This design comes from an exercise in tuning for small area, a short achievable clock period and few clock cycles on the open sky130 flow, not from production work.
At most, simulation tests tie the RTL to the original design; equivalence was not proved.
Function not checked in run 1: the RTL went through the layout flow alone.
No activity file was given, so power comes from the tool's default toggle rates.

==> flow/design.v (outline; a module is shown in full before it is edited, if it fits) <==
// module mac: 377 lines
// module projeto: 53 lines
module projeto(
    input ck,
    input inicio,
    input rst,
    input [15:0] X,
    input [15:0] A,
    input [15:0] B,
    input [15:0] C,
    output pronto,
    output overflow,
    output [15:0] resultado
);
  // ...
==> flow/flow/run.sh <==
#!/bin/bash
# The standard layout (standard.sh) with these changes:
#  - the multiply-add tree, module mac, is laid out from flow/mac_cells.v, the
#    same circuit as mac in rtl/ula.v built from cells by hand (both are
#    generated by gen/mkhand.py), so that its partial products are single
#    NAND gates feeding full-adder cells of inverted polarity;
#  - synthesis skips Yosys's early "abc -fast" (SYNTH_ARGS=-noabc);
#  - port buffers use the smallest buffer, but for the X ports (buf_4).
# Registers and their names are those of the standard synthesis.
set -euo pipefail
export SYNTH_ARGS="-noabc"
export BUFFER_PORTS_ARGS="-buffer_cell sky130_fd_sc_hd__buf_1"
# ... except the X ports, whose buffers drive many gates (flow/xbuf.tcl)
export POST_GLOBAL_PLACE_TCL="$PWD/flow/xbuf.tcl"
# design.v with module mac replaced by the cell-level one
awk '/^module mac\(/ {skip = 1} !skip {print} skip && /^endmodule/ {skip = 0}' design.v > design_cells.v
grep -q '^module mac(' design_cells.v && { echo "module mac still in design_cells.v"; exit 1; }
cat flow/mac_cells.v >> design_cells.v
sed "s#CLKGATE_MAP_FILE= #CLKGATE_MAP_FILE= VERILOG_FILES=$PWD/design_cells.v #" standard.sh > standard_cells.sh
grep -q "VERILOG_FILES=$PWD/design_cells.v" standard_cells.sh
bash standard_cells.sh > standard.log 2>&1
==> flow/flow/xbuf.tcl <==
set db [ord::get_db]
set block [ord::get_db_block]
set big [$db findMaster sky130_fd_sc_hd__buf_4]
foreach bterm [$block getBTerms] {
  if { ![string match {X\[*} [$bterm getName]] } { continue }
  set net [$bterm getNet]
  foreach iterm [$net getITerms] {
    set inst [$iterm getInst]
    if { [string match sky130_fd_sc_hd__buf_* [[$inst getMaster] getName]] } {
      $inst swapMaster $big
      puts "xbuf: [$inst getName] of [$bterm getName] -> sky130_fd_sc_hd__buf_4"
    }
  }
}
==> flow/standard.sh <==
#!/bin/bash
# synth_recipe.tcl (not shown) runs the flow's synth.tcl, then flattens the netlist and writes it again
# the make line also repeats each setting of config.mk as NAME=value (left out here)
make -C /OpenROAD-flow-scripts/flow DESIGN_CONFIG=/design/flow/config.mk WORK_HOME=/design/flow/orfs CLKGATE_MAP_FILE= SYNTH_SCRIPT=/design/flow/synth_recipe.tcl "${@:-finish}"
==> flow/config.mk <==
export PLATFORM = sky130hd
export DESIGN_NAME = projeto
export DESIGN_NICKNAME = projeto
export VERILOG_FILES = /design/flow/design.v
export SDC_FILE = /design/flow/constraint.sdc
export NUM_CORES = 4
export LEC_CHECK = 0
export CAP_MARGIN = 20
export CORE_MARGIN = 2
export CORE_UTILIZATION = 60
export CTS_BUF_LIST = sky130_fd_sc_hd__clkbuf_4 sky130_fd_sc_hd__clkbuf_8
export SETUP_SLACK_MARGIN = 4.0
export SLEW_MARGIN = 20
==> flow/constraint.sdc <==
create_clock -name core_clock -period 9.5 [get_ports {ck}]
set_input_delay 1.9000 -clock core_clock [delete_from_list [all_inputs] [get_ports {ck}]]
set_output_delay 1.9000 -clock core_clock [all_outputs]
set_load 0.01 [all_outputs]
Not shown: flow/flow/mac_cells.v
==> results.yml, run 1 <==
finish:
  drive_gt1_share_pct: 9.27
  largestRegisters: "qa: 16 flops, qb: 10 flops"
  area_delta_synth_final_pct: 8.51
  largestClassByArea: "multi-input gates"
  clkCellAreaFrac_pct: 1.90
critical_path:
  critPathMaxFanout: 4
  critPathKind: "reg -> reg"
  crit_chain: "inv_1 > ha_1 > ha_1 > or3_1 > a31oi_1 > o31ai_1 > a21oi_1 > xnor2_1 > mux2_2 > nand2_1 > fa_1 > fa_1 > fa_1 > and4_1 > nand3_1 > or4_4 > a2111oi_4 > o311ai_1"
  startpoint: "qb[9]"
  cp.depth: 18
  crit-reg2reg-capture: "ov"
outcome:
  status: "finished clean"
drt:
  ant_nets: 0
  vias: 3685
  top_layer_used: "met4"
  wl_met3_um: 961
  routedWlPerCell_um: 18.5
timing:
  finalSetupViolations: 0
  min_period_ns: 4.99
synthesis:
  synthCells: 484
  synthSimpleGateAreaFrac_pct: 15.4
  yosysWarnings: 1
  synth_edf_count: 0
  yosysMostFrequentCell: "nand2_1"
floorplan:
  start_util_pct: 62.6
  coreArea_sq_mm: 0.00785
min_path:
  hold_class: "reg -> reg"
clock_tree:
  numCtsBuffers: 5
  ctsHoldBuffers: 0
placement:
  placed_cells: 644
==> module projeto, before the edit <==
module projeto(
    input ck,
    input inicio,
    input rst,
    input [15:0] X,
    input [15:0] A,
    input [15:0] B,
    input [15:0] C,
    output pronto,
    output overflow,
    output [15:0] resultado
);
    reg busy, pr, ov;
    reg [15:0] qa, qb, qc;
    reg [1:0] ql;
    wire [15:0] ta = ~qa, tb = ~qb, tc = ~qc;
    wire [15:0] cs = ta ^ tb ^ tc;
    wire [15:0] cm = (ta & tb) | (ta & tc) | (tb & tc);
    wire [17:0] vs = {2'b00, cs} + {1'b0, cm, 1'b0};
    wire [16:0] v = {|vs[17:16], vs[15:0]};
    wire vo = ov | (|ql) | v[16];
    wire [15:0] m;       
    wire [15:0] kn = ~(busy ? C : B);
    wire [15:0] ra, rb, rc;
    wire [5:0] cn;
    mac u(.a(A), .v(v[15:0]), .sel(busy), .m(m), .x(X), .kn(kn), .ra(ra), .rb(rb), .rc(rc), .cn(cn));
    reg hi;
    integer i;
    always @(*) begin
        hi = 1'b0;
        for (i = 1; i < 16; i = i + 1)
            hi = hi | (m[i] & (|(X >> (16 - i))));
    end
    wire po = hi | ~&cn[3:0];
    wire [1:0] pl = {~cn[4], ~cn[5]};
    always @(posedge ck) begin
        qa <= ra;
        qb <= rb;
        qc <= rc;
        ql <= pl;
        ov <= po | (busy & vo);
        if (rst) begin
            busy <= 1'b0;
            pr   <= 1'b0;
        end else begin
            busy <= ~busy & inicio;
            pr   <= busy;
        end
    end
    assign pronto = pr;
    assign resultado = v[15:0];
    assign overflow = vo;
endmodule
==> run 2: changes to the inputs <==
--- a/flow/design.v
+++ b/flow/design.v
@@ -389,7 +389,7 @@
 );
     reg busy, pr, ov;
     reg [15:0] qa, qb, qc;
-    reg [1:0] ql;
+    reg [2:0] ql;
     wire [15:0] ta = ~qa, tb = ~qb, tc = ~qc;
     wire [15:0] cs = ta ^ tb ^ tc;
     wire [15:0] cm = (ta & tb) | (ta & tc) | (tb & tc);
@@ -408,8 +408,8 @@
         for (i = 1; i < 16; i = i + 1)
             hi = hi | (m[i] & (|(X >> (16 - i))));
     end
-    wire po = hi | ~&cn[3:0];
-    wire [1:0] pl = {~cn[4], ~cn[5]};
+    wire po = hi;
+    wire [2:0] pl = {~&cn[3:0], ~cn[4], ~cn[5]};
     always @(posedge ck) begin
         qa <= ra;
         qb <= rb;
--- a/flow/config.mk
+++ b/flow/config.mk
@@ -9,5 +9,5 @@
 export CORE_MARGIN = 2
 export CORE_UTILIZATION = 60
 export CTS_BUF_LIST = sky130_fd_sc_hd__clkbuf_4 sky130_fd_sc_hd__clkbuf_8
-export SETUP_SLACK_MARGIN = 4.0
+export SETUP_SLACK_MARGIN = 5.0
 export SLEW_MARGIN = 20
==> results.yml, run 2 <==
drt:
  drt_first_pass_iters: 5
  vias: 3750
  wl_met1_um: 5180
  drt_iter0_drc: 376
  wl_um: 12300
  drc_errors: 0
  wl_met3_um: 869
  ant_nets: 0
  viasPerCell: 5.64
  wl_met2_um: 6010
  top_layer_used: "met4"
  routedWlPerCell_um: 18.4
floorplan:
  start_util_pct: 62.1
  die-area_sq_mm: 0.00878
  coreArea_sq_mm: 0.00777
  fp.dieW_um: 93.7
  num_rows: 32
  die_h_um: 93.7
  ios: 85
global_route:
  overflow: 0
  grt_max_degree: 37
  gr-usage-all-layers_pct: 28.8
  antenna_found_initial: 0
  grt_pass1_vias: 3834
  grt_pass1_wl_um: 19100
finish:
  antenna_cells: 0
  drive_gt1_share_pct: 19.9
  area_delta_synth_final_pct: 16.5
  fin_util_pct: 72.4
  fin_area_sq_mm: 0.00562
  layout_commonest_cell: "nand2_1"
  fillers: 589
  nets: 752
  largest-register: "qa"
  largest_register_ffs: 16
  largestRegisters: "qa: 16 flops, qb: 10 flops, ql: 3 flops"
  mostFrequentLayoutCells: "136 x nand2_1, 80 x fa_1, 64 x buf_1, 33 x dfxtp_1, 32 x buf_4"
min_path:
  whs_path_depth: 3
  hold_class: "reg -> reg"
  min_to: "ov"
  min_from: "ql[2]"
timing:
  rsz0062_at_grt: "true"
  slew_headroom_pct: 57.0
  min_period_ns: 4.63
  finalHoldViolations: 0
  tightest_slew_ns: 0.646
  finalCritPeriodShare_pct: 48.7
  fmax_mhz: 216
  tns_ns: 0
  fin_skew_ns: 0.00589
  maxSlewViolCount: 0
  finalSetupViolations: 0
power_and_ir_drop:
  p_per_area_mw_per_mm2: 373
  vdd_drop_max_mv: 0.281
  leakage_nw: 2.16
  p_seq_share_pct: 12.7
  clkPwrFrac_pct: 5.6
  finalPower_mw: 2.10
  power_frac_comb_pct: 81.7
  p_sw_share_pct: 48.5
  switching_power_mw: 1.02
  intPower_mw: 1.08
synthesis:
  synthTopCellsByCount: "143 x nand2_1, 105 x fa_1, 34 x dfxtp_1"
  synthMuxAreaShare_pct: 7.05
  async_reset_ff_share_pct: 0
  yosysWarnings: 1
  ys_ff_latch: 34
  synth_top_family_by_area: "adder cells"
  synth_top_cell_by_area: "fa_1"
  synth.distinct_cells: 38
  synth_edf_count: 0
  synth.area.top_cells: "fa_1 44%, dfxtp_1 14%, nand2_1 11%"
  synth-xor-area-share_pct: 5.26
  netlist_area_sq_mm: 0.00483
  synth_nets: 668
  synthSimpleGateAreaFrac_pct: 15.4
  yosysSeqAreaShare_pct: 14.1
  synthCells: 478
  synth-adder-area-share_pct: 48.2
  synth-compound-area-share_pct: 3.86
  yosysMostFrequentCell: "nand2_1"
  synth_top_area_share_pct: 43.6
  synth_top_flop_cell: "dfxtp_1"
  syn_avg_cell_area_sq_um: 10.1
clock_tree:
  cts_sinks: 34
  ctsHoldBuffers: 0
  clk_latency_ns: 0.29
  cts.path.max_buffers: 2
  clk_pin_slew_worst_paths_ns: 0.07
  cts_tree: "built"
  numCtsBuffers: 5
  clock-root-buffer: "clkbuf_8"
  htreeDepth: 2
critical_path:
  crit-reg2reg-capture: "qb[14]"
  worst_ep_required_time_ns: 9.67
  startpoint_type: "input port"
  critPathMaxFanout: 6
  critPathKind: "in -> reg"
  critPathArrivalTime_ns: 4.80
  r2r_setup_slack_ns: 5.04
  cp-end-kind: "flop"
  rr_startpoint: "qb[0]"
  worstRegToRegCells: 14
flow_run:
  max-cap-violations: 0
outcome:
  status: "finished clean"
placement:
  port_buffers: 84
  placed_cell_area_sq_mm: 0.00521
  hpwl_um: 9310
run 2: cells by family (layout without fill, tap and decap cells):
kind of cell,Yosys count,count (layout)
AND/OR/NAND/NOR,179,179
multiplexers,32,35
buffers and inverters,52,134
flip-flops,34,34
adder cells (fa/ha/maj),123,123
XOR/XNOR,29,29
AO/OA/AOI/OAI,29,29
run 2: power by group through the flow:
stage	registers (mW)	logic (mW)	clock network, mW
4_1_cts	0.265	1.56	0.120
2_1_floorplan	0.263	1.25	0
3_3_place_gp	0.268	1.46	0
3_5_place_dp	0.268	1.54	0
5_1_grt	0.273	1.92	0.125
6_report	0.266	1.71	0.118
run 2: per-stage QoR:
| step | hold WS (ns) | setup slack, ns | cells |
|---|---|---|---|
| after floorplan | 0.551 | 4.76 | 478 |
| after global placement | 0.638 | 4.48 | 638 |
| after detailed placement | 0.612 | 4.54 | 638 |
| after CTS | 0.641 | 4.91 | 655 |
| after global routing | 0.678 | 4.86 | 665 |
| final | 0.648 | 4.87 | 665 |
run 2: per-layer routing:
layer | GRT usage (%) | vias to the layer above
li1 | - | 1676
met1 | 40.6 | 1869
met2 | 47.1 | 185
met3 | 5.06 | 20
met4 | 6.76 | 0
met5 | 0 | -
run 2: repair_timing:
action / 4_1_cts / 5_1_grt
resized for setup: 6 / 38
gates cloned: 1 / 2
buffers inserted: 8 / 8
setup endpoints to repair: 12 / 18
pin swaps: 2 / 14
run 2: layout make-up:
type                    count  area [sq um]  area share (%)
multi-input cells         395          4100            72.9
flip-flops and latches     34           682            12.1
repair buffers            102           529            9.41
well taps                 102           128            2.27
clock buffers               7          90.1            1.60
inverters                  24          90.1            1.60
clock inverters             1          5.00          0.0890
run 2: critical path, stage by stage:
cell and delay, ns:
buf_6 0.09, mux2_4 0.32, nand2_2 0.09, fa_1 0.44
fa_1 0.54, fa_2 0.45, fa_1 0.54, fa_1 0.42
run 2: how the worst max path moves through the flow:
stage | startpoint | end | slack [ns]
2_1_floorplan | A[1] | qb[14] | 4.76
3_3_place_gp | X[6] | qb[14] | 4.48
3_5_place_dp | A[2] | qb[14] | 4.54
4_1_cts | A[1] | qb[14] | 4.91
5_1_grt | A[4] | qb[14] | 4.86
6_report | A[1] | qb[14] | 4.87
Testbench counts of run 2, summed over its fixed seeds: cycles 4,800.
==> run 3: changes to the inputs <==
--- a/flow/config.mk
+++ b/flow/config.mk
@@ -9,5 +9,5 @@
 export CORE_MARGIN = 2
 export CORE_UTILIZATION = 60
 export CTS_BUF_LIST = sky130_fd_sc_hd__clkbuf_4 sky130_fd_sc_hd__clkbuf_8
-export SETUP_SLACK_MARGIN = 5.0
+export SETUP_SLACK_MARGIN = 4.5
 export SLEW_MARGIN = 20
==> results.yml, run 3 <==
power_and_ir_drop:
  finalPower_mw: 1.85
  switching_power_mw: 0.913
  p_sw_share_pct: 49.2
  clkPwrFrac_pct: 6.2
  p_per_area_mw_per_mm2: 353
  p_seq_share_pct: 14.2
  vdd_drop_max_mv: 0.290
  leakage_nw: 2.01
  intPower_mw: 0.941
  power_frac_comb_pct: 79.6
clock_tree:
  cts_tree: "built"
  clk_pin_slew_worst_paths_ns: 0.07
  numCtsBuffers: 5
  clk_latency_ns: 0.29
  cts_sinks: 34
  clock-root-buffer: "clkbuf_8"
  htreeDepth: 2
  cts.path.max_buffers: 2
  cts_setup_buffers: 0
synthesis:
  synth_nets: 668
  ys_ff_latch: 34
  syn_avg_cell_area_sq_um: 10.1
  yosysWarnings: 1
  synth_top_area_share_pct: 43.6
  synth_top_flop_cell: "dfxtp_1"
  yosysMostFrequentCell: "nand2_1"
  synthTopCellsByCount: "143 x nand2_1, 105 x fa_1, 34 x dfxtp_1"
  async_reset_ff_share_pct: 0
  synth_edf_count: 0
  synth_top_cell_by_area: "fa_1"
  netlist_area_sq_mm: 0.00483
  synth.distinct_cells: 38
  synthCells: 478
  synth.area.top_cells: "fa_1 44%, dfxtp_1 14%, nand2_1 11%"
  yosysSeqAreaShare_pct: 14.1
floorplan:
  fp.dieW_um: 93.7
  die_h_um: 93.7
  start_util_pct: 62.1
  num_rows: 32
  ios: 85
  coreArea_sq_mm: 0.00777
  die-area_sq_mm: 0.00878
timing:
  finalSetupViolations: 0
  tns_ns: 0
  min_period_ns: 4.85
  tightest_slew_ns: 0.545
  finalCritPeriodShare_pct: 51.1
  final.setup.worst_slack_ns: 4.65
  rsz0062_at_grt: "false"
  slew_headroom_pct: 63.4
  whs_ns: 0.661
  maxSlewViolCount: 0
  fin_skew_ns: 0.00648
  fmax_mhz: 206
  finalHoldViolations: 0
finish:
  antenna_cells: 0
  largest-register: "qa"
  fin_util_pct: 67.6
  layout_commonest_cell: "nand2_1"
  drive_gt1_share_pct: 8.82
  mostFrequentLayoutCells: "143 x nand2_1, 105 x fa_1, 68 x buf_1, 33 x dfxtp_1, 24 x inv_1"
  largestRegisters: "qa: 16 flops, qb: 10 flops, ql: 3 flops"
  area_delta_synth_final_pct: 8.74
  nets: 733
  largest_register_ffs: 16
drt:
  wl_um: 11000
  vias: 3601
  viasPerCell: 5.57
  drt_first_pass_iters: 5
  drt_iter0_drc: 221
  drc_errors: 0
  wl_met1_um: 4790
  wl_met2_um: 5220
  ant_nets: 0
  wl_met3_um: 872
  top_layer_used: "met4"
  routedWlPerCell_um: 17.1
global_route:
  grt_pass1_vias: 3580
  gr-usage-all-layers_pct: 27.0
  grt_pass1_wl_um: 17900
  overflow: 0
  grt_max_degree: 36
  antenna_found_initial: 0
critical_path:
  critPathMaxFanout: 16
  crit_path_top_delay_cell: "fa_1"
  cp-end-kind: "flop"
  worst_ep_required_time_ns: 9.67
  startpoint_type: "input port"
  cp_top_family: "adder cells"
  slowest_delay_ns: 0.51
  critPathArrivalTime_ns: 5.02
  crit_buf_inv: 1
  critPathKind: "in -> reg"
  crit_chain: "buf_1 > mux2_2 > nand2_1 > fa_1 > fa_1 > fa_1 > fa_1 > fa_1 > fa_1"
  path_common_cell: "fa_1"
flow_run:
  max-cap-violations: 0
placement:
  pre_cts_ws_ns: 4.28
  hpwl_um: 8870
  port_buffers: 84
outcome:
  status: "finished clean"
min_path:
  hold_class: "reg -> reg"
==> run 3: changes by cell type in the layout (fill, tap and decap cells not counted), sizes merged <==
cell	change
clkbuf	-1
mux2	-3
buf	-15
==> run 3: timing repair <==
action,in CTS,in global routing
hold buffers,0,0
endpoints found under the setup margin,0,1
endpoints found under the hold margin,0,0
resized for setup,0,3
==> run 3: cells by family (layout without fill, tap and decap cells) <==
kind of cell               count (synthesis)  count (layout)  share of synthesized area (%)
adders and majority gates                123             123                           48.2
and+or+nand+nor                          179             179                           15.4
xor gates and xnor gates                  29              29                           5.26
DFF                                       34              34                           14.1
buffers and inverters                     52             118                           6.09
AOI/OAI and AO/OA                         29              29                           3.86
muxes                                     32              32                           7.05
==> run 3: worst reg2reg max path: cells and delay by family (launching register included) <==
kind | cells | cell delay, ns
adders and majority gates | 7 | 2.86
AOI/OAI and AO/OA | 2 | 0.67
DFF | 1 | 0.32
muxes | 1 | 0.30
xor gates and xnor gates | 1 | 0.20
and+or+nand+nor | 2 | 0.18
buffers and inverters | 1 | 0.06
==> run 3: area by class of cell <==
class / count / area [sq um]
Clock buffer: 7 / 90.1
Timing Repair Buffer: 86 / 390
Multi-Input combinational cell: 392 / 3860
Fill cell: 653 / 2520
Sequential cell: 34 / 682
Clock inverter: 1 / 5.00
Inverter: 24 / 90.1
Tap cell: 102 / 128
==> run 3: final timing paths <==
path | cells after the start | to | slack [ns] | start
max | 9 | qb[14] | 4.65 | A[2]
min reg2reg | 3 | ov | 0.66 | ql[2]
min | 3 | ov | 0.66 | ql[2]
max reg2reg | 14 | qb[14] | 4.79 | qc[8]
==> run 3: routing by layer <==
layer  GRT usage (%)  vias up
met5               0        -
met4            5.68        0
met3            5.86       11
met2            42.4      165
met1            39.2     1787
li1                -     1638
==> run 3: power by group through the flow <==
stage	Clock, mW	Sequential, mW	Combinational (mW)
global route	0.126	0.269	1.72
floorplan	0	0.263	1.23
finish	0.115	0.263	1.48
global placement	0	0.266	1.43
detailed placement	0	0.267	1.48
CTS	0.119	0.263	1.49
==> run 3: through the flow <==
step,std cells,cell area [sq um]
floorplan,478,4830
global route,646,5250
finish,646,5250
detailed placement,638,5140
CTS,646,5240
global placement,638,5080
==> run 4: changes to the inputs <==
--- a/flow/config.mk
+++ b/flow/config.mk
@@ -9,5 +9,5 @@
 export CORE_MARGIN = 2
 export CORE_UTILIZATION = 60
 export CTS_BUF_LIST = sky130_fd_sc_hd__clkbuf_4 sky130_fd_sc_hd__clkbuf_8
-export SETUP_SLACK_MARGIN = 4.5
+export SETUP_SLACK_MARGIN = 4.85
 export SLEW_MARGIN = 20
==> results.yml, run 4 <==
outcome:
  status: "finished clean"
synthesis:
  syn_avg_cell_area_sq_um: 10.1
  async_reset_ff_share_pct: 0
  synth_top_cell_by_area: "fa_1"
  synth_nets: 668
  synth_top_area_share_pct: 43.6
  yosysSeqAreaShare_pct: 14.1
  synth.area.top_cells: "fa_1 44%, dfxtp_1 14%, nand2_1 11%"
  synth_top_flop_cell: "dfxtp_1"
  yosysMostFrequentCell: "nand2_1"
  netlist_area_sq_mm: 0.00483
  synthTopCellsByCount: "143 x nand2_1, 105 x fa_1, 34 x dfxtp_1"
  yosysWarnings: 1
  synth_edf_count: 0
  ys_ff_latch: 34
  synthCells: 478
  synth.distinct_cells: 38
critical_path:
  startpoint: "A[1]"
  slowest_delay_ns: 0.55
  endpoint: "qb[14]"
  crit-reg2reg-capture: "qb[14]"
  crit_chain: "buf_1 > mux2_4 > nand2_1 > fa_1 > fa_1 > fa_1 > fa_1 > fa_1"
  critPathKind: "in -> reg"
  cp-end-kind: "flop"
  critPathArrivalTime_ns: 4.77
  critPathMaxFanout: 9
  worstRegToRegCells: 14
  worst_ep_required_time_ns: 9.66
  cp.depth: 8
  rr_startpoint: "qb[9]"
  startpoint_type: "input port"
  cp_top_family: "adder cells"
  path_common_cell: "fa_1"
  crit_buf_inv: 1
  crit_path_top_delay_cell: "fa_1"
  r2r_setup_slack_ns: 5.01
timing:
  tightest_slew_ns: 1.12
  final.setup.worst_slack_ns: 4.89
  tns_ns: 0
  min_period_ns: 4.61
  finalSetupViolations: 0
  fin_skew_ns: 0.0131
  maxSlewViolCount: 0
  finalCritPeriodShare_pct: 48.5
  slew_headroom_pct: 25.5
  finalHoldViolations: 0
  fmax_mhz: 217
  rsz0062_at_grt: "false"
  whs_ns: 0.698
global_route:
  overflow: 0
  grt_max_degree: 36
  grt_pass1_vias: 3688
  antenna_found_initial: 0
  grt_pass1_wl_um: 18300
  gr-usage-all-layers_pct: 27.7
finish:
  fin_area_sq_mm: 0.00549
  fin_util_pct: 70.6
  largestRegisters: "qa: 16 flops, qb: 10 flops, ql: 3 flops"
  layout_commonest_cell: "nand2_1"
  finalNonFillerCells: 662
  mostFrequentLayoutCells: "141 x nand2_1, 99 x fa_1, 68 x buf_1, 33 x dfxtp_1, 32 x buf_4"
  drive_gt1_share_pct: 13.8
  area_delta_synth_final_pct: 13.7
  antenna_cells: 0
  largest_register_ffs: 16
  nets: 749
  largest-register: "qa"
floorplan:
  ios: 85
  num_rows: 32
  die_h_um: 93.7
  coreArea_sq_mm: 0.00777
  die-area_sq_mm: 0.00878
  start_util_pct: 62.1
  fp.dieW_um: 93.7
placement:
  placed_cell_area_sq_mm: 0.00517
  placed_cells: 637
  port_buffers: 84
  pre_cts_ws_ns: 4.46
  hpwl_um: 9080
clock_tree:
  clock-root-buffer: "clkbuf_8"
  cts_sinks: 34
  clk_latency_ns: 0.29
  numCtsBuffers: 5
  htreeDepth: 2
  cts.path.max_buffers: 2
  cts_tree: "built"
  clk_pin_slew_worst_paths_ns: 0.06
drt:
  drt_first_pass_iters: 5
  routedWlPerCell_um: 17.8
  vias: 3645
  drc_errors: 0
  viasPerCell: 5.51
  ant_nets: 0
  wl_um: 11800
  drt_iter0_drc: 238
power_and_ir_drop:
  finalPower_mw: 2.01
  p_per_area_mw_per_mm2: 366
  vdd_drop_max_mv: 0.292
  leakage_nw: 2.14
min_path:
  hold_class: "reg -> reg"
flow_run:
  max-cap-violations: 0
-- run 4: changes by cell type in the layout (fill, tap and decap cells not counted), sizes merged --
cell / change
clkinv: -1
clkbuf: +1
mux2: +1
buf: +15
-- run 4: metal layers --
layer	track usage [%]	up-vias	share of wire, %
met5	0	-	0
met4	4.47	0	0.75
met3	5.30	9	6.9
met2	47.0	157	48
met1	38.2	1812	44
li1	-	1667	-
-- run 4: worst reg2reg max path: cells and delay by family (launching register included) --
family          cells  cell delay [ns]
compound gates      3             0.57
xor+xnor            1             0.16
fa+ha+maj           6             2.47
buf+inv             1             0.05
flops               1             0.33
mux                 1             0.32
simple gates        2             0.46
-- run 4: report_power, final --
| group | switching, mW | internal, mW | leakage [nW] | total, mW |
|---|---|---|---|---|
| Combinational | 0.890 | 0.722 | 1.79 | 1.61 |
| Clock | 0.0550 | 0.0733 | 0.0575 | 0.128 |
| Sequential | 0.0298 | 0.239 | 0.286 | 0.269 |
-- run 4: cell type report --
cell class	count	area [sq um]
Multi-Input combinational cell	393	3980
Fill cell	609	2280
Sequential cell	34	682
Timing Repair Buffer	101	500
Tap cell	102	128
Clock buffer	8	110
Inverter	24	90.1
-- run 4: logic make-up (layout without fill, tap and decap cells) --
group | after synthesis | count (layout) | share of synthesized area, %
buf+inv | 52 | 133 | 6.09
xor+xnor | 29 | 29 | 5.26
simple gates | 179 | 179 | 15.4
flops | 34 | 34 | 14.1
fa+ha+maj | 123 | 123 | 48.2
compound gates | 29 | 29 | 3.86
mux | 32 | 33 | 7.05
-- run 4: repair_timing --
item / 4_1_cts / 5_1_grt
setup buffers: 9 / 7
pin swaps: 0 / 3
cloned: 0 / 1
gates resized for setup: 5 / 13
hold buffers: 0 / 0
setup endpoints to repair: 6 / 7
hold endpoints to repair: 0 / 0
-- run 4: worst min-delay path by stage --
stage / start / end / slack [ns] / cells after the start
2_1_floorplan: ql[2] / ov / 0.55 / 3
3_3_place_gp: ql[2] / ov / 0.66 / 3
3_5_place_dp: ql[2] / ov / 0.65 / 3
4_1_cts: ql[2] / ov / 0.67 / 3
5_1_grt: ql[2] / ov / 0.71 / 3
6_report: ql[2] / ov / 0.70 / 3
==> run 5: changes to the inputs <==
--- a/flow/config.mk
+++ b/flow/config.mk
@@ -9,5 +9,5 @@
 export CORE_MARGIN = 2
 export CORE_UTILIZATION = 60
 export CTS_BUF_LIST = sky130_fd_sc_hd__clkbuf_4 sky130_fd_sc_hd__clkbuf_8
-export SETUP_SLACK_MARGIN = 4.85
+export SETUP_SLACK_MARGIN = 4.0
 export SLEW_MARGIN = 20
==> results.yml, run 5 <==
synthesis:
  netlist_area_sq_mm: 0.00483
  ys_ff_latch: 34
  yosysSeqAreaShare_pct: 14.1
  synthTopCellsByCount: "143 x nand2_1, 105 x fa_1, 34 x dfxtp_1"
  synth_top_cell_by_area: "fa_1"
  yosysMostFrequentCell: "nand2_1"
  synth_nets: 668
  synthCells: 478
  yosysWarnings: 1
  syn_avg_cell_area_sq_um: 10.1
  synth_top_flop_cell: "dfxtp_1"
  synth_edf_count: 0
  synth.distinct_cells: 38
  synth_top_area_share_pct: 43.6
  synth.area.top_cells: "fa_1 44%, dfxtp_1 14%, nand2_1 11%"
  async_reset_ff_share_pct: 0
finish:
  drive_gt1_share_pct: 8.64
  largest-register: "qa"
  finalNonFillerCells: 646
  mostFrequentLayoutCells: "143 x nand2_1, 105 x fa_1, 68 x buf_1, 33 x dfxtp_1, 24 x inv_1"
  antenna_cells: 0
  area_delta_synth_final_pct: 8.50
  nets: 733
  fin_util_pct: 67.4
  layout_commonest_cell: "nand2_1"
  fin_area_sq_mm: 0.00524
  largestRegisters: "qa: 16 flops, qb: 10 flops, ql: 3 flops"
  largest_register_ffs: 16
critical_path:
  critPathMaxFanout: 16
  startpoint: "A[0]"
  slowest_delay_ns: 0.51
  worst_ep_required_time_ns: 9.67
  rr_startpoint: "qc[8]"
  r2r_setup_slack_ns: 4.68
  crit_path_top_delay_cell: "fa_1"
  worstRegToRegCells: 14
  endpoint: "qb[14]"
  cp.depth: 9
  startpoint_type: "input port"
  crit-reg2reg-capture: "qb[14]"
  critPathKind: "in -> reg"
  critPathArrivalTime_ns: 5.07
  path_common_cell: "fa_1"
  crit_chain: "buf_1 > mux2_2 > nand2_1 > fa_1 > fa_1 > fa_1 > fa_1 > fa_1 > fa_1"
  cp_top_family: "adder cells"
  crit_buf_inv: 1
  cp-end-kind: "flop"
drt:
  wl_um: 11100
  vias: 3597
  routedWlPerCell_um: 17.2
  ant_nets: 0
  drt_first_pass_iters: 6
  drt_iter0_drc: 203
  drc_errors: 0
  viasPerCell: 5.57
clock_tree:
  htreeDepth: 2
  cts_setup_buffers: 0
  clock-root-buffer: "clkbuf_8"
  cts_resized: 0
  cts.path.max_buffers: 2
  clk_latency_ns: 0.29
  ctsHoldBuffers: 0
  cts_tree: "built"
  cts_sinks: 34
  clk_pin_slew_worst_paths_ns: 0.07
  numCtsBuffers: 5
global_route:
  overflow: 0
  grt_max_degree: 36
  antenna_found_initial: 0
  grt_pass1_wl_um: 17900
  gr-usage-all-layers_pct: 27.0
  grt_pass1_vias: 3580
placement:
  pre_cts_ws_ns: 4.28
  hpwl_um: 8870
  placed_cell_area_sq_mm: 0.00514
  port_buffers: 84
  placed_cells: 638
floorplan:
  die_h_um: 93.7
  fp.dieW_um: 93.7
  coreArea_sq_mm: 0.00777
  ios: 85
  num_rows: 32
  die-area_sq_mm: 0.00878
  start_util_pct: 62.1
power_and_ir_drop:
  finalPower_mw: 1.85
  p_per_area_mw_per_mm2: 353
  leakage_nw: 2.00
  vdd_drop_max_mv: 0.290
timing:
  fmax_mhz: 204
  finalHoldViolations: 0
  rsz0062_at_grt: "false"
  tns_ns: 0
  fin_skew_ns: 0.00771
  final.setup.worst_slack_ns: 4.59
  slew_headroom_pct: 62.9
  tightest_slew_ns: 0.551
  maxSlewViolCount: 0
  min_period_ns: 4.91
  whs_ns: 0.667
  finalSetupViolations: 0
  finalCritPeriodShare_pct: 51.6
outcome:
  status: "finished clean"
flow_run:
  max-cap-violations: 0
min_path:
  hold_class: "reg -> reg"
[run 5: cell count changes in the layout (fill, tap and decap cells not counted), sizes merged]
cell    delta
clkbuf     -1
clkinv     +1
mux2       -1
buf       -15
[run 5: kinds of logic (layout without fill, tap and decap cells)]
kind of cell,count (synthesis),after routing,share of synthesized area (%)
xor gates and xnor gates,29,29,5.26
DFF,34,34,14.1
buffers and inverters,52,118,6.09
AOI/OAI and AO/OA,29,29,3.86
adders and majority gates,123,123,48.2
muxes,32,32,7.05
and+or+nand+nor,179,179,15.4
[run 5: how the worst min path moves through the flow]
stage	endpoint	from	cells past startpoint	slack, ns
3_5_place_dp	ov	ql[2]	3	0.62
4_1_cts	ov	ql[2]	3	0.65
2_1_floorplan	ov	ql[2]	3	0.55
5_1_grt	ov	ql[2]	3	0.69
3_3_place_gp	ov	ql[2]	3	0.64
6_report	ov	ql[2]	3	0.67
[run 5: worst reg2reg max path: cells and delay by family, from the launching register on]
| family | cells | cell delay, ns |
|---|---|---|
| flops | 1 | 0.32 |
| compound gates | 2 | 0.77 |
| simple gates | 2 | 0.18 |
| xor+xnor | 1 | 0.20 |
| buf+inv | 1 | 0.06 |
| mux | 1 | 0.30 |
| fa+ha+maj | 7 | 2.85 |
[run 5: final cells by class]
class	instances	area, sq um
clock buffer	7	90.1
fill	653	2530
sequential	34	682
timing repair buffer	86	390
multi-input combinational	392	3850
inverter	24	90.1
clock inverter	1	5.00
tap	102	128
[run 5: where the power goes]
group	switching, mW	internal, mW
logic	0.834	0.638
clock network	0.0542	0.0614
registers	0.0243	0.239
total	0.912	0.938
[run 5: routing by layer]
layer  global-route usage, %  part of all wire (%)
met5                       0                     0
met3                    5.86                   7.8
met2                    42.4                    47
met4                    5.68                   1.8
met1                    39.2                    43
==> run 6: changes to the inputs <==
--- a/flow/config.mk
+++ b/flow/config.mk
@@ -9,5 +9,5 @@
 export CORE_MARGIN = 2
 export CORE_UTILIZATION = 60
 export CTS_BUF_LIST = sky130_fd_sc_hd__clkbuf_4 sky130_fd_sc_hd__clkbuf_8
-export SETUP_SLACK_MARGIN = 4.0
+export SETUP_SLACK_MARGIN = 4.7
 export SLEW_MARGIN = 20
==> results.yml, run 6 <==
drt:
  top_layer_used: "met4"
  drt_iter0_drc: 236
  wl_met1_um: 4880
  viasPerCell: 5.43
  wl_met2_um: 5470
  routedWlPerCell_um: 17.3
  drc_errors: 0
  drt_first_pass_iters: 4
  wl_met3_um: 802
  wl_um: 11300
  vias: 3557
  ant_nets: 0
clock_tree:
  clk_latency_ns: 0.29
  htreeDepth: 2
  cts_tree: "built"
  clk_pin_slew_worst_paths_ns: 0.07
  numCtsBuffers: 5
  cts_sinks: 34
  cts.path.max_buffers: 2
  clock-root-buffer: "clkbuf_8"
global_route:
  grt_max_degree: 23
  grt_pass1_vias: 3651
  overflow: 0
  gr-usage-all-layers_pct: 27.9
  grt_pass1_wl_um: 18500
  antenna_found_initial: 0
timing:
  tightest_slew_ns: 0.513
  fin_skew_ns: 0.00365
  fmax_mhz: 213
  finalCritPeriodShare_pct: 49.5
  slew_headroom_pct: 65.5
  finalSetupViolations: 0
  min_period_ns: 4.70
  tns_ns: 0
  rsz0062_at_grt: "false"
  maxSlewViolCount: 0
  finalHoldViolations: 0
synthesis:
  synth_top_cell_by_area: "fa_1"
  yosysMostFrequentCell: "nand2_1"
  syn_avg_cell_area_sq_um: 10.1
  synth_edf_count: 0
  synth.distinct_cells: 38
  synth_top_flop_cell: "dfxtp_1"
  synthTopCellsByCount: "143 x nand2_1, 105 x fa_1, 34 x dfxtp_1"
  synth.area.top_cells: "fa_1 44%, dfxtp_1 14%, nand2_1 11%"
  netlist_area_sq_mm: 0.00483
  yosysWarnings: 1
  async_reset_ff_share_pct: 0
  synth_nets: 668
  yosysSeqAreaShare_pct: 14.1
  synth_top_area_share_pct: 43.6
  synthCells: 478
  ys_ff_latch: 34
floorplan:
  start_util_pct: 62.1
  die_h_um: 93.7
  die-area_sq_mm: 0.00878
  fp.dieW_um: 93.7
  coreArea_sq_mm: 0.00777
  ios: 85
  num_rows: 32
power_and_ir_drop:
  power_frac_comb_pct: 79.8
  vdd_drop_max_mv: 0.299
  p_sw_share_pct: 49.1
  leakage_nw: 2.06
  switching_power_mw: 0.929
  p_per_area_mw_per_mm2: 354
  p_seq_share_pct: 14.1
  intPower_mw: 0.962
  clkPwrFrac_pct: 6.1
finish:
  largest_register_ffs: 16
  area_delta_synth_final_pct: 10.7
  mostFrequentLayoutCells: "142 x nand2_1, 103 x fa_1, 68 x buf_1, 33 x dfxtp_1, 27 x buf_4"
  drive_gt1_share_pct: 11.2
  layout_commonest_cell: "nand2_1"
  largest-register: "qa"
  fillers: 649
  multi_input_area_sq_mm: 0.00389
  antenna_cells: 0
  regArea_sq_um: 682
  largestRegisters: "qa: 16 flops, qb: 10 flops, ql: 3 flops"
  nets: 742
  finalNonFillerCells: 655
critical_path:
  slowest_delay_ns: 0.51
  critPathKind: "in -> reg"
  critPathMaxFanout: 13
  crit_path_top_delay_cell: "fa_1"
  cp-end-kind: "flop"
  crit_chain: "buf_1 > mux2_2 > nand2_1 > fa_1 > fa_1 > fa_2 > fa_1 > fa_1 > fa_1"
  crit_buf_inv: 1
  cp_top_family: "adder cells"
  critPathArrivalTime_ns: 4.87
  worst_ep_required_time_ns: 9.67
  path_common_cell: "fa_1"
  startpoint_type: "input port"
min_path:
  hold_class: "reg -> reg"
flow_run:
  max-cap-violations: 0
placement:
  hpwl_um: 9200
  placed_cells: 638
  port_buffers: 84
outcome:
  status: "finished clean"
-- run 6: tightest hold or removal path, cell delays in order (launching register included) --
cell and delay [ns]:
dfxtp_1 0.32, nor2_1 0.08, o21ai_2 0.08, a211o_1 0.15
-- run 6: cell families (layout without fill, tap and decap cells) --
family                   after synthesis  count (layout)  synth area share, %
XOR/XNOR                              29              29                 5.26
AND/OR/NAND/NOR                      179             179                 15.4
multiplexers                          32              32                 7.05
AO/OA/AOI/OAI                         29              29                 3.86
buffers and inverters                 52             127                 6.09
adder cells (fa/ha/maj)              123             123                 48.2
flip-flops                            34              34                 14.1
-- run 6: metrics by stage --
step | setup WS [ns] | power (mW) | cell area [sq um] | hold slack (ns) | util, %
global route | 4.70 | 2.13 | 5340 | 0.707 | 68.8
finish | 4.80 | 1.89 | 5340 | 0.670 | 68.8
detailed placement | 4.38 | 1.77 | 5160 | 0.633 | 66.4
floorplan | 4.71 | 1.50 | 4840 | 0.551 | -
CTS | 4.77 | 1.89 | 5260 | 0.655 | 67.8
global placement | 4.43 | 1.72 | 5100 | 0.626 | 65.7
-- run 6: power groups by stage --
| stage | logic [mW] | clock network, mW | registers [mW] |
|---|---|---|---|
| 3_3_place_gp | 1.45 | 0 | 0.269 |
| 4_1_cts | 1.50 | 0.119 | 0.266 |
| 2_1_floorplan | 1.23 | 0 | 0.263 |
| 3_5_place_dp | 1.50 | 0 | 0.270 |
| 5_1_grt | 1.73 | 0.125 | 0.273 |
| 6_report | 1.51 | 0.116 | 0.266 |
-- run 6: cell type report --
| type | count | area share (%) |
|---|---|---|
| Multi-Input combinational cell | 392 | 72.8 |
| Sequential cell | 34 | 12.8 |
| Timing Repair Buffer | 95 | 8.57 |
| Tap cell | 102 | 2.39 |
| Clock buffer | 7 | 1.69 |
| Inverter | 24 | 1.69 |
| Clock inverter | 1 | 0.0937 |
-- run 6: path summary, 6_finish.rpt --
kind,startpoint,to,slack [ns],depth (start not counted)
worst max-delay path,A[4],qb[14],4.80,9
worst min-delay path,ql[2],ov,0.67,3
worst max register to register,qb[9],qb[14],4.91,14
worst min register to register,ql[2],ov,0.67,3
-- run 6: repair_timing --
action	4_1_cts	5_1_grt
cloned	0	0
setup buffers	0	9
gates resized for setup	2	3
hold buffers	0	0
endpoints found under the setup margin	2	4
-- run 6: layer usage --
metal	vias to the layer above	track usage (%)
li1	1651	-
met1	1747	41.8
met2	148	44.5
met3	11	4.09
met4	0	5.07
met5	-	0
==> run 7: changes to the inputs <==
--- a/flow/config.mk
+++ b/flow/config.mk
@@ -7,7 +7,7 @@
 export LEC_CHECK = 0
 export CAP_MARGIN = 20
 export CORE_MARGIN = 2
-export CORE_UTILIZATION = 60
+export CORE_UTILIZATION = 70
 export CTS_BUF_LIST = sky130_fd_sc_hd__clkbuf_4 sky130_fd_sc_hd__clkbuf_8
 export SETUP_SLACK_MARGIN = 4.7
 export SLEW_MARGIN = 20
==> results.yml, run 7 <==
clock_tree:
  cts_tree: "built"
  cts_sinks: 34
  clk_latency_ns: 0.29
  cts.path.max_buffers: 2
  clk_pin_slew_worst_paths_ns: 0.07
  htreeDepth: 2
  clock-root-buffer: "clkbuf_8"
  numCtsBuffers: 5
power_and_ir_drop:
  power_frac_comb_pct: 79.8
  clkPwrFrac_pct: 6.1
  switching_power_mw: 0.945
  p_seq_share_pct: 14.1
  vdd_drop_max_mv: 0.290
  p_per_area_mw_per_mm2: 361
  intPower_mw: 0.970
  p_sw_share_pct: 49.4
  leakage_nw: 2.05
synthesis:
  async_reset_ff_share_pct: 0
  synthCells: 478
  yosysMostFrequentCell: "nand2_1"
  synth_top_cell_by_area: "fa_1"
  netlist_area_sq_mm: 0.00483
  synth.distinct_cells: 38
  synth.area.top_cells: "fa_1 44%, dfxtp_1 14%, nand2_1 11%"
  synthTopCellsByCount: "143 x nand2_1, 105 x fa_1, 34 x dfxtp_1"
  ys_ff_latch: 34
  synth_top_flop_cell: "dfxtp_1"
  synth_edf_count: 0
  synth_top_area_share_pct: 43.6
  syn_avg_cell_area_sq_um: 10.1
  yosysWarnings: 1
  yosysSeqAreaShare_pct: 14.1
  synth_nets: 668
drt:
  drt_iter0_drc: 359
  routedWlPerCell_um: 18.2
  wl_um: 11400
  vias: 3666
  drc_errors: 0
  ant_nets: 0
  drt_first_pass_iters: 5
  viasPerCell: 5.83
finish:
  nets: 738
  largestRegisters: "qa: 16 flops, qb: 10 flops, ql: 3 flops"
  area_delta_synth_final_pct: 9.77
  largest-register: "qa"
  layout_commonest_cell: "nand2_1"
  drive_gt1_share_pct: 10.6
  fin_area_sq_mm: 0.00530
  antenna_cells: 0
  largest_register_ffs: 16
  fin_util_pct: 78.8
  mostFrequentLayoutCells: "142 x nand2_1, 103 x fa_1, 68 x buf_1, 33 x dfxtp_1, 24 x inv_1"
critical_path:
  r2r_setup_slack_ns: 4.91
  cp_top_family: "adder cells"
  crit_path_top_delay_cell: "fa_1"
  startpoint_type: "input port"
  worst_ep_required_time_ns: 9.67
  cp-end-kind: "flop"
  critPathKind: "in -> reg"
  slowest_delay_ns: 0.56
  path_common_cell: "fa_1"
  crit_buf_inv: 1
  crit_chain: "buf_1 > mux2_2 > nand2_1 > fa_1 > fa_1 > fa_1 > fa_1 > fa_1"
  critPathMaxFanout: 11
  critPathArrivalTime_ns: 4.86
global_route:
  grt_util_met1_pct: 43.3
  busiest_layer: "met2"
  grt_pass1_wl_um: 18200
  antenna_found_initial: 0
  met3_usage_pct: 8.44
  overflow: 0
  met2_usage_pct: 52.3
  grt_pass1_vias: 3776
  grt_max_degree: 36
  gr-usage-all-layers_pct: 32.2
placement:
  pre_cts_ws_ns: 4.43
  hpwl_um: 9190
  placed_cell_area_sq_mm: 0.00512
  port_buffers: 84
timing:
  maxSlewViolCount: 0
  final.setup.worst_slack_ns: 4.81
  tns_ns: 0
  fmax_mhz: 213
  fin_skew_ns: 0.00740
  finalHoldViolations: 0
  finalCritPeriodShare_pct: 49.4
  finalSetupViolations: 0
  tightest_slew_ns: 0.998
  slew_headroom_pct: 33.5
  rsz0062_at_grt: "false"
  min_period_ns: 4.69
floorplan:
  num_rows: 30
  die_h_um: 87.0
  start_util_pct: 71.8
  coreArea_sq_mm: 0.00672
  fp.dieW_um: 87.0
  die-area_sq_mm: 0.00757
  ios: 85
min_path:
  hold_class: "reg -> reg"
flow_run:
  max-cap-violations: 0
outcome:
  status: "finished clean"
-- run 7: worst paths after layout --
| path | startpoint | endpoint | cells past startpoint |
|---|---|---|---|
| max | A[6] | qb[14] | 8 |
| min | ql[2] | ov | 3 |
| max reg2reg | qa[0] | qb[14] | 15 |
| min reg2reg | ql[2] | ov | 3 |
-- run 7: layout make-up --
cell class | count | area, sq um
Multi-Input combinational cell | 392 | 3900
Inverter | 24 | 90.1
Fill cell | 475 | 1420
Clock inverter | 1 | 5.00
Clock buffer | 7 | 90.1
Timing Repair Buffer | 91 | 428
Sequential cell | 34 | 682
Tap cell | 80 | 100
-- run 7: through the flow --
step	cells	hold WS, ns	power [mW]
6_report	629	0.646	1.92
5_1_grt	629	0.663	2.16
4_1_cts	623	0.636	1.90
3_5_place_dp	615	0.608	1.77
3_3_place_gp	615	0.630	1.69
2_1_floorplan	478	0.551	1.50
-- run 7: power by group through the flow --
stage / registers (mW) / logic (mW) / clock network, mW
global placement: 0.271 / 1.41 / 0
floorplan: 0.263 / 1.23 / 0
finish: 0.270 / 1.53 / 0.117
CTS: 0.270 / 1.51 / 0.117
global route: 0.276 / 1.76 / 0.123
detailed placement: 0.273 / 1.50 / 0
-- run 7: worst min-delay path: stages, from the launching register on --
cell and delay [ns]:
dfxtp_1 0.32, nor2_1 0.07, o21ai_2 0.07, a211o_1 0.15
-- run 7: metal layers --
metal  vias to the layer above  share of wire (%)
met1                      1749                 38
met4                         0                2.8
li1                       1638                  -
met5                         -                  0
met2                       237                 49
met3                        42                 10
-- run 7: cells by family after synthesis --
family / Yosys count / synth area share, %
and+or+nand+nor: 179 / 15.4
adders and majority gates: 123 / 48.2
buffers and inverters: 52 / 6.09
DFF: 34 / 14.1
muxes: 32 / 7.05
AOI/OAI and AO/OA: 29 / 3.86
xor gates and xnor gates: 29 / 5.26
-- run 7: what timing repair did --
action                     in CTS  in global routing
hold buffers                    0                  0
setup endpoints to repair       1                  3
buffers inserted                0                  6
resized for setup               1                  6
==> run 8: changes to the inputs <==
--- a/flow/flow/run.sh
+++ b/flow/flow/run.sh
@@ -4,7 +4,9 @@
 #    same circuit as mac in rtl/ula.v built from cells by hand (both are
 #    generated by gen/mkhand.py), so that its partial products are single
 #    NAND gates feeding full-adder cells of inverted polarity;
-#  - synthesis skips Yosys's early "abc -fast" (SYNTH_ARGS=-noabc);
+#  - synthesis skips Yosys's early "abc -fast" (SYNTH_ARGS=-noabc), and its
+#    extract_fa looks for full adders only (flow/synth_fa.tcl), leaving the
+#    carry-propagate adder to abc;
 #  - port buffers use the smallest buffer, but for the X ports (buf_4).
 # Registers and their names are those of the standard synthesis.
 set -euo pipefail
@@ -16,6 +18,7 @@
 awk '/^module mac\(/ {skip = 1} !skip {print} skip && /^endmodule/ {skip = 0}' design.v > design_cells.v
 grep -q '^module mac(' design_cells.v && { echo "module mac still in design_cells.v"; exit 1; }
 cat flow/mac_cells.v >> design_cells.v
-sed "s#CLKGATE_MAP_FILE= #CLKGATE_MAP_FILE= VERILOG_FILES=$PWD/design_cells.v #" standard.sh > standard_cells.sh
+sed "s#CLKGATE_MAP_FILE= #CLKGATE_MAP_FILE= VERILOG_FILES=$PWD/design_cells.v #; s#SYNTH_SCRIPT=[^ ]*#SYNTH_SCRIPT=$PWD/flow/synth_fa.tcl#" standard.sh > standard_cells.sh
 grep -q "VERILOG_FILES=$PWD/design_cells.v" standard_cells.sh
+grep -q "SYNTH_SCRIPT=$PWD/flow/synth_fa.tcl" standard_cells.sh
 bash standard_cells.sh > standard.log 2>&1
==> flow/flow/synth_fa.tcl (new file) <==
proc synth {args} { yosys synth -nofsm -noshare {*}$args }
proc extract_fa {args} { yosys extract_fa -fa }
source $::env(SCRIPTS_DIR)/synth.tcl
# left out here: clear keep_hierarchy, flatten, clean up, hide names made inside functions, write 1_2_yosys.v
--- a/flow/config.mk
+++ b/flow/config.mk
@@ -7,7 +7,7 @@
 export LEC_CHECK = 0
 export CAP_MARGIN = 20
 export CORE_MARGIN = 2
-export CORE_UTILIZATION = 70
+export CORE_UTILIZATION = 60
 export CTS_BUF_LIST = sky130_fd_sc_hd__clkbuf_4 sky130_fd_sc_hd__clkbuf_8
-export SETUP_SLACK_MARGIN = 4.7
+export SETUP_SLACK_MARGIN = 4.0
 export SLEW_MARGIN = 20
==> results.yml, run 8 <==
outcome:
  status: "finished clean"
synthesis:
  yosysSeqAreaShare_pct: 13.7
  synth_top_family_by_area: "adder cells"
  yosysMostFrequentCell: "nand2_1"
  synthTopCellsByCount: "147 x nand2_1, 105 x fa_1, 34 x dfxtp_1"
  netlist_area_sq_mm: 0.00497
  synth_top_flop_cell: "dfxtp_1"
  synthMuxAreaShare_pct: 6.85
  synth-adder-area-share_pct: 43.1
  synth-compound-area-share_pct: 5.77
  yosysWarnings: 1
  synthCells: 503
  synth-xor-area-share_pct: 7.05
  synth_nets: 675
  ys_ff_latch: 34
  synth_top_cell_by_area: "fa_1"
  synth_edf_count: 0
  synth.area.top_cells: "fa_1 42%, dfxtp_1 14%, nand2_1 11%"
  synth_top_area_share_pct: 42.3
  async_reset_ff_share_pct: 0
  synth.distinct_cells: 44
  syn_avg_cell_area_sq_um: 9.88
  synthSimpleGateAreaFrac_pct: 18.9
power_and_ir_drop:
  p_sw_share_pct: 49.6
  switching_power_mw: 0.983
  finalPower_mw: 1.98
  clkPwrFrac_pct: 6.8
  vdd_drop_max_mv: 0.171
  intPower_mw: 0.999
  p_per_area_mw_per_mm2: 368
  leakage_nw: 1.88
  p_seq_share_pct: 15.6
  power_frac_comb_pct: 77.6
global_route:
  grt_pass1_vias: 3758
  antenna_found_initial: 0
  grt_pass1_wl_um: 19700
  grt_max_degree: 36
  overflow: 0
  gr-usage-all-layers_pct: 29.4
timing:
  finalSetupViolations: 0
  slew_headroom_pct: 54.7
  min_period_ns: 5.29
  finalHoldViolations: 0
  fin_skew_ns: 0.00735
  tns_ns: 0
  rsz0062_at_grt: "false"
  finalCritPeriodShare_pct: 55.7
  fmax_mhz: 189
  maxSlewViolCount: 0
  tightest_slew_ns: 0.677
drt:
  drt_iter0_drc: 168
  vias: 3854
  drt_first_pass_iters: 5
  viasPerCell: 5.74
  drc_errors: 0
  routedWlPerCell_um: 18.7
  ant_nets: 0
  wl_um: 12500
critical_path:
  startpoint_type: "flop"
  cp_top_family: "adder cells"
  critPathArrivalTime_ns: 5.45
  worst_ep_required_time_ns: 9.65
  path_common_cell: "fa_1"
  critPathMaxFanout: 6
  slowest_delay_ns: 0.52
  crit_path_top_delay_cell: "fa_1"
  crit_buf_inv: 0
  critPathKind: "reg -> reg"
  crit_chain: "fa_1 > or2_2 > or3_1 > or4_1 > o21ai_0 > xnor2_1 > mux2_2 > nand2_1 > fa_1 > fa_1 > fa_1 > fa_1 > fa_1"
  cp-end-kind: "flop"
clock_tree:
  ctsHoldBuffers: 0
  clk_latency_ns: 0.28
  numCtsBuffers: 5
  htreeDepth: 2
  cts.path.max_buffers: 2
  cts_tree: "built"
  cts_sinks: 34
  cts_setup_buffers: 0
  cts_resized: 0
  clock-root-buffer: "clkbuf_8"
  clk_pin_slew_worst_paths_ns: 0.07
finish:
  largest-register: "qa"
  nets: 737
  largest_register_ffs: 16
  largestRegisters: "qa: 16 flops, qb: 10 flops, ql: 3 flops"
  antenna_cells: 0
  layout_commonest_cell: "nand2_1"
  drive_gt1_share_pct: 9.54
  area_delta_synth_final_pct: 8.51
  mostFrequentLayoutCells: "147 x nand2_1, 105 x fa_1, 68 x buf_1, 33 x dfxtp_1"
floorplan:
  die_h_um: 95.0
  fp.dieW_um: 95.0
  coreArea_sq_mm: 0.00813
  start_util_pct: 61.1
  num_rows: 33
  ios: 85
  die-area_sq_mm: 0.00903
flow_run:
  max-cap-violations: 0
min_path:
  hold_class: "reg -> reg"
placement:
  port_buffers: 84
  hpwl_um: 9720
[run 8: cell types whose count changed after synthesis, sizes merged, moves of 5 or more]
| cell | change |
|---|---|
| o21ai | +6 |
| xnor2 | +9 |
| or3 | +6 |
| ha | -18 |
| inv | -20 |
| nor2 | +5 |
[run 8: kinds of logic (layout without fill, tap and decap cells)]
group | Yosys count | after routing
compound gates | 43 | 43
buf+inv | 35 | 98
mux | 32 | 32
xor+xnor | 40 | 40
fa+ha+maj | 109 | 109
simple gates | 210 | 210
flops | 34 | 34
[run 8: final timing paths]
check                            from     end  slack, ns  cells after the start
worst max-delay path            qb[8]  qb[14]       4.21                     13
worst min-delay path            ql[2]      ov       0.62                      2
worst max register to register  qb[8]  qb[14]       4.21                     13
worst min register to register  ql[2]      ov       0.62                      2
[run 8: tightest hold or removal path, stage by stage (launching register included)]
cell      delay [ns]
dfxtp_1         0.33
a2111o_1        0.15
a21o_1          0.12
[run 8: routing by layer]
layer	track usage (%)	vias to the layer above	wire length (um)
li1	-	1755	-
met1	42.8	1900	5450
met2	48.9	187	6050
met3	3.08	12	882
met4	5.31	0	142
met5	0	-	0
[run 8: cell type report]
cell class | count | area (sq um)
clock buffers | 7 | 83.8
clock inverters | 1 | 30.0
fillers | 698 | 2740
inverters | 4 | 15.0
multi-input cells | 434 | 4060
flip-flops and latches | 34 | 682
well taps | 105 | 131
repair buffers | 86 | 390
[run 8: metrics by stage]
stage	area, sq um	instances	util, %	hold slack [ns]	worst slack (ns)
finish	5390	671	66.3	0.617	4.21
floorplan	4970	503	-	0.578	4.56
global route	5390	671	66.3	0.670	4.02
CTS	5390	671	66.3	0.626	4.21
global placement	5220	663	64.2	0.605	4.29
detailed placement	5280	663	64.9	0.609	4.22
[run 8: power groups by stage]
stage,Combinational (mW),Sequential (mW),Clock (mW)
2_1_floorplan,1.24,0.283,0
3_3_place_gp,1.48,0.308,0
3_5_place_dp,1.54,0.311,0
4_1_cts,1.54,0.308,0.135
5_1_grt,1.77,0.320,0.141
6_report,1.54,0.309,0.134

-- afterwards: timing with drivers on the ports --
In the flow no input, the clock included, has a driving cell. The finished layouts below were timed again as built, in two steps. Step 1 assumes that a clkbuf_16 drives the clock port and a buf_2 every other input. Step 2 also shifts input and output timing later by t, the mid clock arrival at the registers, as if the neighbouring blocks saw the same clock. Three values: no drivers, after step 1, after step 2; two values: the first two.
| run | t, ns | setup WS [ns] | latest minus earliest clock arrival (ns) | slew at the worst register clock pin (ns) | cell pins on the clock port's net |
|---|---|---|---|---|---|
| run 1 | 0.318 | 4.511 / 4.504 / 4.222 | 0.013 / 0.014 | 0.08 / 0.08 | 1 |
| run 2 | 0.321 | 4.872 / 4.870 / 4.549 | 0.006 / 0.006 | 0.08 / 0.08 | 1 |
| run 3 | 0.316 | 4.647 / 4.655 / 4.340 | 0.006 / 0.007 | 0.07 / 0.07 | 1 |
| run 4 | 0.317 | 4.891 / 4.900 / 4.584 | 0.013 / 0.013 | 0.08 / 0.08 | 1 |
| run 5 | 0.315 | 4.593 / 4.601 / 4.286 | 0.008 / 0.008 | 0.07 / 0.07 | 1 |
| run 6 | 0.316 | 4.802 / 4.811 / 4.495 | 0.004 / 0.004 | 0.07 / 0.07 | 1 |
| run 7 | 0.320 | 4.805 / 4.797 / 4.478 | 0.007 / 0.007 | 0.08 / 0.08 | 1 |
| run 8 | 0.308 | 4.205 / 4.205 / 4.180 | 0.007 / 0.007 | 0.07 / 0.07 | 1 |
After both steps every run listed still meets setup and hold. For run 7, which loses most, drivers alone change the setup slack by -0.008 ns; drivers and shift together by -0.327 ns.
